This is an optimization exercise on Yosys and OpenROAD, whose aim is small area and a short achievable clock period, not a production implementation.
Where RTL was checked, it was by simulation tests only, not by an equivalence proof against the original.
No driver is modelled on the clock port, so clocking that relies on it looks cheaper here than on a real chip.

Design Multiplier_Wrapper, start of the top module:
module Multiplier_Wrapper #(parameter N = 32, bits = N-1, prod = 2*bits+1)(
    input clk, rst,  
    input [bits:0] a_in, b_in,  
    output reg [prod:0] p  
    );
Size in the first run: about 3,100 cells after synthesis, ~130 flip-flops, roughly 130 I/O pins, ~31,000 um2 of cells after synthesis.
export LEC_CHECK = 0
export CAP_MARGIN = 20
export CORE_MARGIN = 2
export CORE_UTILIZATION = 40
export SLEW_MARGIN = 20
export SYNTH_HIERARCHICAL = 1
export SYNTH_MINIMUM_KEEP_SIZE = 0
create_clock -name core_clock -period 19.5 [get_ports {clk}]
standard.sh (not shown) runs the stock make flow with config.mk's settings and CLKGATE_MAP_FILE= SYNTH_SCRIPT=/design/flow/synth_recipe.tcl, a recipe that flattens the netlist after the stock synthesis.
==> flow/flow/run.sh <==
#!/bin/bash
# Standard ORFS layout, with repair_timing aiming for 14 ns of setup slack
# (the clock period and constraints are the design's own).
set -euo pipefail
bash standard.sh SETUP_SLACK_MARGIN=14 finish > standard_flow.log 2>&1
The starting point completed with no timing, DRC or antenna violations.
Next try:
==> flow/flow/run.sh (replaced) <==
#!/bin/bash
# Standard ORFS layout, with repair_timing aiming for 12 ns of setup slack
# (the clock period and constraints are the design's own).
set -euo pipefail
bash standard.sh SETUP_SLACK_MARGIN=12 finish > standard_flow.log 2>&1
- The new run ran to the end with no violations
- global-route usage is lower by 7.3 points
- routed wire length is lower by 24%
- synthesized area is unchanged
- core utilization is lower by 10 points
- worst setup slack is worse by 380 ps
No functional check of the RTL was part of any run of this note.


run A:
Another version of the RTL of Multiplier_Wrapper (not shown whole).
Size in the first run: about 2600 cells after synthesis, about 130 I/O pins.
clock: 19.5 ns
lec_check: 0
cap_margin: 20
core_margin: 2
core_utilization: 40
slew_margin: 20
synth_hierarchical: 1
synth_minimum_keep_size: 0
==> flow/flow/run.sh <==
#!/bin/bash
# Layout flow: the standard ORFS flow (standard.sh, synthesis unchanged) with
#  - every synthesized cell first set to the smallest size of its family
#    (flow/downsize.tcl), so that the repair steps size up only what timing needs;
#  - port buffers of the smallest buffer cell (buf_1) instead of the default pick;
#  - repair_timing asked to leave 14 ns of setup slack. The clock period and all
#    constraints stay the design's own; the margin only makes the repair work harder.
# Each tool's output goes to a log file of its own in this folder.
set -euo pipefail
M=14
R=orfs/results/$FLOW_PLATFORM/Multiplier_Wrapper/base
bash standard.sh SETUP_SLACK_MARGIN=$M synth > synth.log 2>&1
RESULTS=$R LIB=$FLOW_HOME/platforms/$FLOW_PLATFORM/lib/sky130_fd_sc_hd__tt_025C_1v80.lib DONT_USE="" \
  openroad -no_init -exit flow/downsize.tcl > downsize.log 2>&1
bash standard.sh SETUP_SLACK_MARGIN=$M "BUFFER_PORTS_ARGS=-buffer_cell sky130_fd_sc_hd__buf_1" \
  "POST_CTS_TCL=$PWD/flow/skew.tcl" "SKEW_CHAIN=clkdlybuf4s25_1 clkbuf_8"  finish > finish.log 2>&1
Other scripts of this flow, unchanged in this note and not shown: flow/flow/downsize.tcl, flow/flow/skew.tcl
diff inputs: run A => run B
==> flow/flow/run.sh <==
#!/bin/bash
# Layout flow: the standard ORFS flow (standard.sh, synthesis unchanged) with
#  - every synthesized cell first set to the smallest size of its family
#    (flow/downsize.tcl), so that the repair steps size up only what timing needs;
#  - port buffers of the smallest buffer cell (buf_1) instead of the default pick;
#  - repair_timing asked to leave 13.8 ns of setup slack. The clock period and all
#    constraints stay the design's own; the margin only makes the repair work harder.
# Each tool's output goes to a log file of its own in this folder.
set -euo pipefail
M=13.8
R=orfs/results/$FLOW_PLATFORM/Multiplier_Wrapper/base
bash standard.sh SETUP_SLACK_MARGIN=$M synth > synth.log 2>&1
RESULTS=$R LIB=$FLOW_HOME/platforms/$FLOW_PLATFORM/lib/sky130_fd_sc_hd__tt_025C_1v80.lib DONT_USE="" \
  openroad -no_init -exit flow/downsize.tcl > downsize.log 2>&1
bash standard.sh SETUP_SLACK_MARGIN=$M "BUFFER_PORTS_ARGS=-buffer_cell sky130_fd_sc_hd__buf_1" \
  "POST_CTS_TCL=$PWD/flow/skew.tcl" "SKEW_CHAIN=clkdlybuf4s25_1 clkbuf_8"  finish > finish.log 2>&1
Notes after the runs:
Cell area is higher on run A. Delta (run B minus run A): minimum setup slack after placement rose by 0.12 ns; synthesized instance count held. Going from run A to run B, signed area change from the synthesized netlist to the final layout shrinks by 2.1 points. Delta(critical path depth, run B - run A) < 0. Compare run B and run A | global-route met3 utilization higher: run A. Final cell count: run B vs run A — no meaningful difference. On proportion of cell area occupied by registers, run B tracks run A almost exactly.
The following lists how run C was set up differently from run B:
- putting GPL_TIMING_DRIVEN at 1 where nothing was set
==> flow/flow/run.sh <==
#!/bin/bash
# Layout flow: the standard ORFS flow (standard.sh, synthesis unchanged) with
#  - every synthesized cell first set to the smallest size of its family
#    (flow/downsize.tcl), so that the repair steps size up only what timing needs;
#  - port buffers of the smallest buffer cell (buf_1) instead of the default pick;
#  - repair_timing asked to leave 14 ns of setup slack. The clock period and all
#    constraints stay the design's own; the margin only makes the repair work harder.
# Each tool's output goes to a log file of its own in this folder.
set -euo pipefail
M=14
R=orfs/results/$FLOW_PLATFORM/Multiplier_Wrapper/base
bash standard.sh SETUP_SLACK_MARGIN=$M synth > synth.log 2>&1
RESULTS=$R LIB=$FLOW_HOME/platforms/$FLOW_PLATFORM/lib/sky130_fd_sc_hd__tt_025C_1v80.lib DONT_USE="" \
  openroad -no_init -exit flow/downsize.tcl > downsize.log 2>&1
bash standard.sh SETUP_SLACK_MARGIN=$M "BUFFER_PORTS_ARGS=-buffer_cell sky130_fd_sc_hd__buf_1" \
  "POST_CTS_TCL=$PWD/flow/skew.tcl" "SKEW_CHAIN=clkdlybuf4s25_1 clkbuf_8"  finish > finish.log 2>&1
- Run C reached the end of the flow, and the finished layout is clean on the timing, DRC and antenna checks.
- Compared with run B, run C shows highest clock rate that has gone up by a few percent.
- On minimum period implied by the final worst setup slack: between run B and run C, it ends up higher for run B.
- Final worst hold slack: higher on run C
- Total routing usage reported by global routing (run C over run B): increase, 1.2 points
- Between run C and run B, the clock insertion delay at the later pin of the skew report does not differ in any meaningful way.
- Final worst slack sits higher in run C than in run B.


Multiplier_Wrapper again, from the RTL that the note above started with.
export LEC_CHECK = 0
export CAP_MARGIN = 20
export CORE_MARGIN = 2
export CORE_UTILIZATION = 40
export SLEW_MARGIN = 20
export SYNTH_HIERARCHICAL = 1
export SYNTH_MINIMUM_KEEP_SIZE = 0
create_clock -name core_clock -period 19.5 [get_ports {clk}]
==> flow/flow/run.sh <==
#!/bin/bash
# Layout flow: the standard ORFS flow (standard.sh, synthesis unchanged) with
#  - every synthesized cell first set to the smallest size of its family
#    (flow/downsize.tcl), so that the repair steps size up only what timing needs;
#  - port buffers of the smallest buffer cell (buf_1) instead of the default pick;
#  - repair_timing asked to leave 14.2 ns of setup slack. The clock period and all
#    constraints stay the design's own; the margin only makes the repair work harder.
# Each tool's output goes to a log file of its own in this folder.
set -euo pipefail
M=14.2
R=orfs/results/$FLOW_PLATFORM/Multiplier_Wrapper/base
bash standard.sh SETUP_SLACK_MARGIN=$M synth > synth.log 2>&1
RESULTS=$R LIB=$FLOW_HOME/platforms/$FLOW_PLATFORM/lib/sky130_fd_sc_hd__tt_025C_1v80.lib DONT_USE="" \
  openroad -no_init -exit flow/downsize.tcl > downsize.log 2>&1
bash standard.sh SETUP_SLACK_MARGIN=$M "BUFFER_PORTS_ARGS=-buffer_cell sky130_fd_sc_hd__buf_1" \
  "POST_CTS_TCL=$PWD/flow/skew.tcl" "SKEW_CHAIN=clkbuf_1 clkbuf_8"  finish > finish.log 2>&1
==> flow/flow/skew.tcl <==
set block [ord::get_db_block]
set db [ord::get_db]
set chain $::env(SKEW_CHAIN)
set groups [dict create]
foreach inst [$block getInsts] {
  if { ![regexp {^p\\?\[[0-9]+\\?\]} [$inst getName]] } { continue }
  set it [$inst findITerm CLK]
  if { $it eq "NULL" } { continue }
  set net [$it getNet]
  dict lappend groups [$net getName] $inst
}
set g 0
dict for {netname insts} $groups {
  set net [$block findNet $netname]
  set sx 0
  set sy 0
  foreach inst $insts {
    set bb [$inst getBBox]
    incr sx [expr { ([$bb xMin] + [$bb xMax]) / 2 }]
    incr sy [expr { ([$bb yMin] + [$bb yMax]) / 2 }]
  }
  set n [llength $insts]
  set x [expr { $sx / $n }]
  set y [expr { $sy / $n }]
  set cur $net
  set k 0
  foreach cell $chain {
    set master [$db findMaster sky130_fd_sc_hd__$cell]
    set buf [odb::dbInst_create $block $master "pskew_${g}_${k}"]
    set out [odb::dbNet_create $block "pskew_net_${g}_${k}"]
    $out setSigType CLOCK
    [$buf findITerm A] connect $cur
    [$buf findITerm X] connect $out
    $buf setLocation $x $y
    $buf setPlacementStatus PLACED
    set cur $out
    incr k
  }
  foreach inst $insts {
    set it [$inst findITerm CLK]
    $it disconnect
    $it connect $cur
  }
  puts "skew: leaf net $netname: $n p registers behind [llength $chain] buffers"
  incr g
}
detailed_placement
check_placement -verbose
Other scripts of this flow, unchanged in this note and not shown: flow/flow/downsize.tcl
Then changed:
==> flow/flow/run.sh (replaced) <==
#!/bin/bash
# Layout flow: the standard ORFS flow (standard.sh, synthesis unchanged) with
#  - every synthesized cell first set to the smallest size of its family
#    (flow/downsize.tcl), so that the repair steps size up only what timing needs;
#  - port buffers of the smallest buffer cell (buf_1) instead of the default pick;
#  - repair_timing asked to leave 14.1 ns of setup slack. The clock period and all
#    constraints stay the design's own; the margin only makes the repair work harder.
# Each tool's output goes to a log file of its own in this folder.
set -euo pipefail
M=14.1
R=orfs/results/$FLOW_PLATFORM/Multiplier_Wrapper/base
bash standard.sh SETUP_SLACK_MARGIN=$M synth > synth.log 2>&1
RESULTS=$R LIB=$FLOW_HOME/platforms/$FLOW_PLATFORM/lib/sky130_fd_sc_hd__tt_025C_1v80.lib DONT_USE="" \
  openroad -no_init -exit flow/downsize.tcl > downsize.log 2>&1
bash standard.sh SETUP_SLACK_MARGIN=$M "BUFFER_PORTS_ARGS=-buffer_cell sky130_fd_sc_hd__buf_1" \
  "POST_CTS_TCL=$PWD/flow/skew.tcl" "SKEW_CHAIN=clkdlybuf4s25_1 clkbuf_8"  finish > finish.log 2>&1
Settings changed: PLACE_DENSITY from default to 0.72.
After rerunning: Global-route usage is lower by 3.7 points; sequential share of layout area grows by 0.34 points; synthesized cell count does not change; final cell count shrinks by 0.62%; setup slack got worse by 160 ps.


Multiplier_Wrapper, a different RTL version from the one above (not shown whole).
For scale: about 2800 cells after synthesis, ~130 I/O pins, roughly 32000 um^2 of cells after synthesis.
==> flow/config.mk <==
export PLATFORM = sky130hd
export DESIGN_NAME = Multiplier_Wrapper
export DESIGN_NICKNAME = Multiplier_Wrapper
export VERILOG_FILES = /design/flow/design.v
export SDC_FILE = /design/flow/constraint.sdc
export NUM_CORES = 4
export LEC_CHECK = 0
export CAP_MARGIN = 20
export CORE_MARGIN = 2
export CORE_UTILIZATION = 40
export SLEW_MARGIN = 20
export SYNTH_HIERARCHICAL = 1
export SYNTH_MINIMUM_KEEP_SIZE = 0
==> flow/constraint.sdc <==
create_clock -name core_clock -period 19.5 [get_ports {clk}]
set_input_delay 3.9000 -clock core_clock [delete_from_list [all_inputs] [get_ports {clk}]]
set_output_delay 3.9000 -clock core_clock [all_outputs]
set_load 0.01 [all_outputs]
==> flow/flow/run.sh <==
#!/bin/bash
# The standard ORFS layout (the standard.sh, unchanged synthesis), with
# repair_timing asked to leave 13 ns of setup slack. The clock period and all
# constraints stay the design's own; the margin only makes the repair work harder.
set -euo pipefail
bash standard.sh SETUP_SLACK_MARGIN=13 finish > standard_flow.log 2>&1
The baseline completed with no timing, DRC or antenna violations.
Next try:
==> flow/flow/run.sh (replaced) <==
#!/bin/bash
# Layout flow: the standard ORFS flow (standard.sh, synthesis unchanged) with
#  - every synthesized cell first set to the smallest size of its family
#    (flow/downsize.tcl), so that the repair steps size up only what timing needs;
#  - repair_timing asked to leave 13 ns of setup slack. The clock period and all
#    constraints stay the design's own; the margin only makes the repair work harder.
# Each tool's output goes to a log file of its own in this folder.
set -euo pipefail
M=13
R=orfs/results/$FLOW_PLATFORM/Multiplier_Wrapper/base
bash standard.sh SETUP_SLACK_MARGIN=$M synth > synth.log 2>&1
RESULTS=$R LIB=$FLOW_HOME/platforms/$FLOW_PLATFORM/lib/sky130_fd_sc_hd__tt_025C_1v80.lib DONT_USE="" \
  openroad -no_init -exit flow/downsize.tcl > downsize.log 2>&1
bash standard.sh SETUP_SLACK_MARGIN=$M finish > finish.log 2>&1
==> flow/flow/downsize.tcl (new file) <==
# Set every cell to the smallest-area member of its drive-strength family
# (same cell function, e.g. a22oi_2 -> a22oi_1). The later repair steps of the
# flow size up whatever timing needs.
set results $::env(RESULTS)
read_liberty $::env(LIB)
read_db $results/1_synth.odb
set areas [dict create]
foreach lc [get_lib_cells *] {
  dict set areas [get_name $lc] [get_property $lc area]
}
set dont_use [list]
foreach p $::env(DONT_USE) { lappend dont_use $p }
set n 0
foreach inst [get_cells *] {
  set ref [get_property $inst ref_name]
  if { ![regexp {^(sky130_fd_sc_hd__[a-z0-9]+(?:_[a-z0-9]+)*?)_([0-9]+)$} $ref -> fam drv] } { continue }
  set best $ref
  set best_area [dict get $areas $ref]
  foreach cand [dict keys $areas "${fam}_*"] {
    if { ![regexp "^${fam}_\[0-9\]+\$" $cand] } { continue }
    if { [lsearch -exact $dont_use $cand] >= 0 } { continue }
    set a [dict get $areas $cand]
    if { $a < $best_area } { set best $cand; set best_area $a }
  }
  if { $best ne $ref } {
    replace_cell $inst $best
    incr n
  }
}
puts "downsized $n cells"
write_db $results/1_synth.odb
What happened: Global-route usage goes up by 2.8 points; register-to-register slack got worse by 0.03 ns.
No run of this note included a check of the RTL's function; only the layout flow was run.


Another version of the RTL of Multiplier_Wrapper (not shown whole).
Size: ~2500 cells after synthesis, about 27000 um2 of cells after synthesis.
Settings: LEC_CHECK=0, CAP_MARGIN=20, CORE_MARGIN=2, CORE_UTILIZATION=40, SLEW_MARGIN=20, SYNTH_HIERARCHICAL=1, SYNTH_MINIMUM_KEEP_SIZE=0; clock period 19.5 ns.
==> flow/flow/run.sh <==
#!/bin/bash
# Layout flow: the standard ORFS flow (standard.sh, synthesis unchanged) with
#  - every synthesized cell first set to the smallest size of its family
#    (flow/downsize.tcl), so that the repair steps size up only what timing needs;
#  - repair_timing asked to leave 13 ns of setup slack. The clock period and all
#    constraints stay the design's own; the margin only makes the repair work harder.
# Each tool's output goes to a log file of its own in this folder.
set -euo pipefail
M=13
R=orfs/results/$FLOW_PLATFORM/Multiplier_Wrapper/base
bash standard.sh SETUP_SLACK_MARGIN=$M synth > synth.log 2>&1
RESULTS=$R LIB=$FLOW_HOME/platforms/$FLOW_PLATFORM/lib/sky130_fd_sc_hd__tt_025C_1v80.lib DONT_USE="" \
  openroad -no_init -exit flow/downsize.tcl > downsize.log 2>&1
bash standard.sh SETUP_SLACK_MARGIN=$M finish > finish.log 2>&1
==> flow/flow/downsize.tcl <==
# Set every cell to the smallest-area member of its drive-strength family
# (same cell function, e.g. a22oi_2 -> a22oi_1). The later repair steps of the
# flow size up whatever timing needs.
set results $::env(RESULTS)
read_liberty $::env(LIB)
read_db $results/1_synth.odb
set areas [dict create]
foreach lc [get_lib_cells *] {
  dict set areas [get_name $lc] [get_property $lc area]
}
set dont_use [list]
foreach p $::env(DONT_USE) { lappend dont_use $p }
set n 0
foreach inst [get_cells *] {
  set ref [get_property $inst ref_name]
  if { ![regexp {^(sky130_fd_sc_hd__[a-z0-9]+(?:_[a-z0-9]+)*?)_([0-9]+)$} $ref -> fam drv] } { continue }
  set best $ref
  set best_area [dict get $areas $ref]
  foreach cand [dict keys $areas "${fam}_*"] {
    if { ![regexp "^${fam}_\[0-9\]+\$" $cand] } { continue }
    if { [lsearch -exact $dont_use $cand] >= 0 } { continue }
    set a [dict get $areas $cand]
    if { $a < $best_area } { set best $cand; set best_area $a }
  }
  if { $best ne $ref } {
    replace_cell $inst $best
    incr n
  }
}
puts "downsized $n cells"
write_db $results/1_synth.odb
The starting point passed the timing, DRC and antenna checks.
Edit:
==> flow/flow/run.sh (replaced) <==
#!/bin/bash
# The standard ORFS layout (the standard.sh, unchanged synthesis), with
# repair_timing asked to leave 13 ns of setup slack. The clock period and all
# constraints stay the design's own; the margin only makes the repair work harder.
set -euo pipefail
bash standard.sh SETUP_SLACK_MARGIN=13 finish > standard_flow.log 2>&1
removed: flow/flow/downsize.tcl
Now the flow finished but fails on antenna violations. Synthesized cell count stays the same. Sequential share of layout area went down by 1.2 points. Routed wire length hardly moves. Die area went up by 13%. Final cell count went up by 3.3%. Sequential cell count stays the same.

[what the ideal ports hide]
In the flow no input, the clock included, has a driving cell. The finished layouts below were timed again as built, in two steps. Step 1 (the two cells are an assumption about what drives the block):
set clk [get_ports {clk}]
set_driving_cell -lib_cell sky130_fd_sc_hd__clkbuf_16 $clk
set_driving_cell -lib_cell sky130_fd_sc_hd__buf_2 [delete_from_list [all_inputs] $clk]
Step 2, shift: input delay + t, output delay - t, t = (earliest + latest rising clock arrival at the registers) / 2. This alone moves slack from input paths to output paths. Three values: no drivers, after step 1, after step 2; two values: the first two.
run	t (ns)	setup slack, ns	clock arrival spread, ns
the first run of note 1	0.561	12.634 / 12.634 / 12.634	0.024 / 0.024
the second run of note 1	0.579	12.256 / 12.256 / 12.256	0.046 / 0.045
run A	0.760	14.079 / 14.070 / 13.358	0.425 / 0.425
run B	0.765	13.872 / 13.911 / 13.146	0.428 / 0.428
run C	0.760	14.079 / 14.070 / 13.358	0.425 / 0.425
the first run of note 3	0.681	14.233 / 14.237 / 13.592	0.252 / 0.252
the second run of note 3	0.783	14.069 / 14.009 / 13.355	0.450 / 0.450
the first run of note 4	0.550	13.131 / 13.131 / 13.131	0.021 / 0.021
the second run of note 4	0.542	13.097 / 13.097 / 13.097	0.015 / 0.015
the first run of note 5	0.566	13.192 / 13.192 / 13.192	0.038 / 0.038
the second run of note 5	0.572	13.137 / 13.137 / 13.137	0.036 / 0.035
Clock arrivals are far apart in run A, run B, run C and the second run of note 3, so t is only a midpoint there and step 2 fits no single register. The setup slack of run B, which loses most, moves by +0.039 ns with the drivers and by -0.726 ns with both steps.
